This is an optimization exercise on Yosys and OpenROAD, whose aim is small area, not a production implementation.
Only simulation tests tie the RTL to the original design; equivalence was not proved.

## ws_conv5
module ws_conv5(
    input sys_clk,
    input en,
    input load_w,
    input clr,
    input [10:0] w11, w12, w13, w14, w15,
    input [10:0] w21, w22, w23, w24, w25,
    input [10:0] w31, w32, w33, w34, w35,
    input [10:0] w41, w42, w43, w44, w45,
    input [10:0] w51, w52, w53, w54, w55,
    input [10:0] bias,
    input [10:0] x1, x2, x3, x4, x5,
    output reg [10:0] acc_out
    );
For scale: about 900 flip-flops, ~360 I/O pins, ~93000 µm² of cells after synthesis.
clock: 9.5 ns
lec_check: 0
cap_margin: 0
core_margin: 2
core_utilization: 70
cts_buf_list: sky130_fd_sc_hd__clkbuf_16
cts_cluster_diameter: 120
cts_cluster_size: 25
gpl_timing_driven: 0
place_density: 0.8
slew_margin: 0
synth_hierarchical: 1
standard.sh (not shown) runs the stock make flow with config.mk's settings and CLKGATE_MAP_FILE= SYNTH_SCRIPT=/design/flow/synth_recipe.tcl, a recipe that flattens the netlist after the stock synthesis.
==> flow/flow/run.sh <==
#!/bin/bash
# Layout: the standard flow (standard.sh), except that the buffer put on
# every input and output port is the smallest buffer cell, and the buffers
# synthesis inserted are removed at floorplan (placement is not timing-driven;
# timing is repaired after clock tree synthesis and global routing).
# The whole output of the flow goes to standard.log; ORFS keeps each step's
# log under orfs/logs/.
set -euo pipefail
cd "$(dirname "$0")/.."
export BUFFER_PORTS_ARGS="-buffer_cell sky130_fd_sc_hd__buf_1"
export REMOVE_ABC_BUFFERS=1
bash standard.sh > standard.log 2>&1
Rerun with:
--- a/flow/design.v
+++ b/flow/design.v
@@ -373,19 +373,23 @@
                 wire t262, t263;
                 fa ut262(.a(t199), .b(t210), .c(t261), .s(t262), .co(t263));
                 wire t264, t265;
                 fa ut264(.a(t211), .b(t220), .c(t263), .s(t264), .co(t265));
                 wire t266, t267;
                 fa ut266(.a(t228), .b(t221), .c(t265), .s(t266), .co(t267));
                 wire t268, t269;
-                fa ut268(.a(t229), .b(t234), .c(t267), .s(t268), .co(t269));
-                wire t270 = t235 ^ t238 ^ 1'b1;
-                wire t271 = t235 ^ t238 ^ 1'b0;
-                wire t272 = t269 ? t270 : t271;
-                wire [9:0] t = {~t272, ~t268, ~t266, ~t264, ~t262, ~t260, ~t258, ~t256, ~t254, ~t252};
+                xnor2m ut268(.a(t229), .b(t234), .y(t268));
+                or2m ut269(.a(t229), .b(t234), .y(t269));
+                wire t270 = t235 ^ t238 ^ t269;
+                wire t271, t272;
+                ha ut271(.a(t229), .b(t234), .s(t271), .co(t272));
+                wire t273 = t235 ^ t238 ^ t272;
+                wire t274 = t267 ? t268 : t271;
+                wire t275 = t267 ? t270 : t273;
+                wire [9:0] t = {~t275, ~t274, ~t266, ~t264, ~t262, ~t260, ~t258, ~t256, ~t254, ~t252};
                 wire sg = wv[10] ^ xv[10];
                 wire lowz = t1 & t240 & t242 & t244 & t246 & t248 & t250;
                 assign cin = sg & (lowz | ~|t);
                 assign c = {sg, t ^ {10{sg}}};
                 end else begin : q
                     assign xv = f[gr][gc-1];
                 wire t1 = ~(wv[0] & xv[0]);
@@ -771,28 +775,28 @@
             wire t91, t92;
             fa ut91(.a(b[9]), .b(pc[1][9]), .c(pc[2][9]), .s(t91), .co(t92));
             wire t93, t94;
             fa ut93(.a(pc[3][9]), .b(pc[4][9]), .c(t82), .s(t93), .co(t94));
             wire t95, t96;
             fa ut95(.a(t84), .b(t91), .c(t86), .s(t95), .co(t96));
             wire t97, t98;
-            fa ut97(.a(t93), .b(t95), .c(t88), .s(t97), .co(t98));
+            fa ut97(.a(t93), .b(t95), .c(pc[0][9]), .s(t97), .co(t98));
             wire t99, t100;
-            ha ut99(.a(t90), .b(pc[0][9]), .s(t99), .co(t100));
+            ha ut99(.a(t90), .b(t88), .s(t99), .co(t100));
             wire t101, t102;
             fa ut101(.a(b[10]), .b(pc[0][10]), .c(pc[1][10]), .s(t101), .co(t102));
             wire t103, t104;
             fa ut103(.a(pc[2][10]), .b(pc[3][10]), .c(pc[4][10]), .s(t103), .co(t104));
             wire t105, t106;
             fa ut105(.a(t101), .b(t103), .c(t92), .s(t105), .co(t106));
             wire t107, t108;
             fa ut107(.a(t94), .b(t105), .c(t96), .s(t107), .co(t108));
             wire t109, t110;
-            ha ut109(.a(t107), .b(t100), .s(t109), .co(t110));
-            assign rsa[gr] = {t98, t97, t87, t77, t67, t57, t47, t30, t20, t17, pci[0]};
+            ha ut109(.a(t107), .b(t98), .s(t109), .co(t110));
+            assign rsa[gr] = {t100, t97, t87, t77, t67, t57, t47, t30, t20, t17, pci[0]};
             assign rsb[gr] = {t109, t99, t89, t79, t69, t59, t49, t39, t29, t19, t9};
             end else begin : rn
             wire t1, t2;
             fa ut1(.a(sa[gr-1][0]), .b(sb[gr-1][0]), .c(pc[1][0]), .s(t1), .co(t2));
             wire t3, t4;
             fa ut3(.a(pc[2][0]), .b(pc[3][0]), .c(pc[4][0]), .s(t3), .co(t4));
             wire t5, t6;
@@ -876,36 +880,36 @@
             wire t83, t84;
             fa ut83(.a(pc[2][8]), .b(pc[3][8]), .c(pc[4][8]), .s(t83), .co(t84));
             wire t85, t86;
             fa ut85(.a(t72), .b(t74), .c(t76), .s(t85), .co(t86));
             wire t87, t88;
             fa ut87(.a(t81), .b(t83), .c(t78), .s(t87), .co(t88));
             wire t89, t90;
-            fa ut89(.a(t85), .b(t87), .c(t80), .s(t89), .co(t90));
+            fa ut89(.a(t85), .b(t87), .c(pc[0][8]), .s(t89), .co(t90));
             wire t91, t92;
             fa ut91(.a(sa[gr-1][9]), .b(sb[gr-1][9]), .c(pc[1][9]), .s(t91), .co(t92));
             wire t93, t94;
             fa ut93(.a(pc[2][9]), .b(pc[3][9]), .c(pc[4][9]), .s(t93), .co(t94));
             wire t95, t96;
             fa ut95(.a(t82), .b(t84), .c(t91), .s(t95), .co(t96));
             wire t97, t98;
             fa ut97(.a(t93), .b(t86), .c(t95), .s(t97), .co(t98));
             wire t99, t100;
-            fa ut99(.a(t88), .b(t97), .c(pc[0][9]), .s(t99), .co(t100));
+            fa ut99(.a(t88), .b(pc[0][9]), .c(t97), .s(t99), .co(t100));
             wire t101, t102;
             fa ut101(.a(sa[gr-1][10]), .b(sb[gr-1][10]), .c(pc[0][10]), .s(t101), .co(t102));
             wire t103, t104;
             fa ut103(.a(pc[1][10]), .b(pc[2][10]), .c(pc[3][10]), .s(t103), .co(t104));
             wire t105, t106;
             fa ut105(.a(pc[4][10]), .b(t101), .c(t103), .s(t105), .co(t106));
             wire t107, t108;
             fa ut107(.a(t105), .b(t92), .c(t94), .s(t107), .co(t108));
             wire t109, t110;
             fa ut109(.a(t96), .b(t107), .c(t98), .s(t109), .co(t110));
-            assign rsa[gr] = {t100, t90, pc[0][8], pc[0][7], t60, t50, t40, t30, t20, t10, pci[0]};
+            assign rsa[gr] = {t100, t90, t80, pc[0][7], t60, t50, t40, t30, t20, t10, pci[0]};
             assign rsb[gr] = {t109, t99, t89, t79, t69, t59, t49, t39, t29, t19, t9};
             end
         end
     endgenerate
     wire [10:0] acc_d;
     wire t1, t2;
     ha ut1(.a(sa[4][0]), .b(sb[4][0]), .s(t1), .co(t2));
After rerunning: The changed run produced a clean layout. Worst setup slack improves by 0.056 ns. Hold slack improved by 0.010 ns. Cell area is about the same. Wire length went up by about 1.8%. Cell count increases by about 0.33%. Sequential cell count stays the same. Via count rises by 0.99%. Maximum frequency rises by about 0.6%. Core utilization falls by 0.57 points.

port drivers added, routing unchanged:
Ports are ideal in the flow. The routed layouts listed here were re-timed in OpenROAD.
Step 1, drivers: a clkbuf_16 drives sys_clk and a buf_2 each remaining input, both assumed.
Step 2 moves the port delays by t, midway between the first and last clock arrival at a register: inputs arrive t later, outputs are due t later. That takes back most of the time a late clock gives input paths.
Slacks: ideal ports / drivers / drivers and shift; pairs: ideal ports / drivers.
run	shift t [ns]	slack for setup (ns)	worst data-port slew with drivers (ns)	pins driven straight from the clock port
the first run	0.771	0.101 / 0.101 / -0.564	0.17	1
the second run	0.759	0.157 / 0.157 / -0.326	0.23	1
With both steps, setup timing fails in the first run and the second run, where it was met with ideal ports. The setup slack of the first run, which loses most, moves by 0.000 ns with the drivers and by -0.665 ns with both steps.
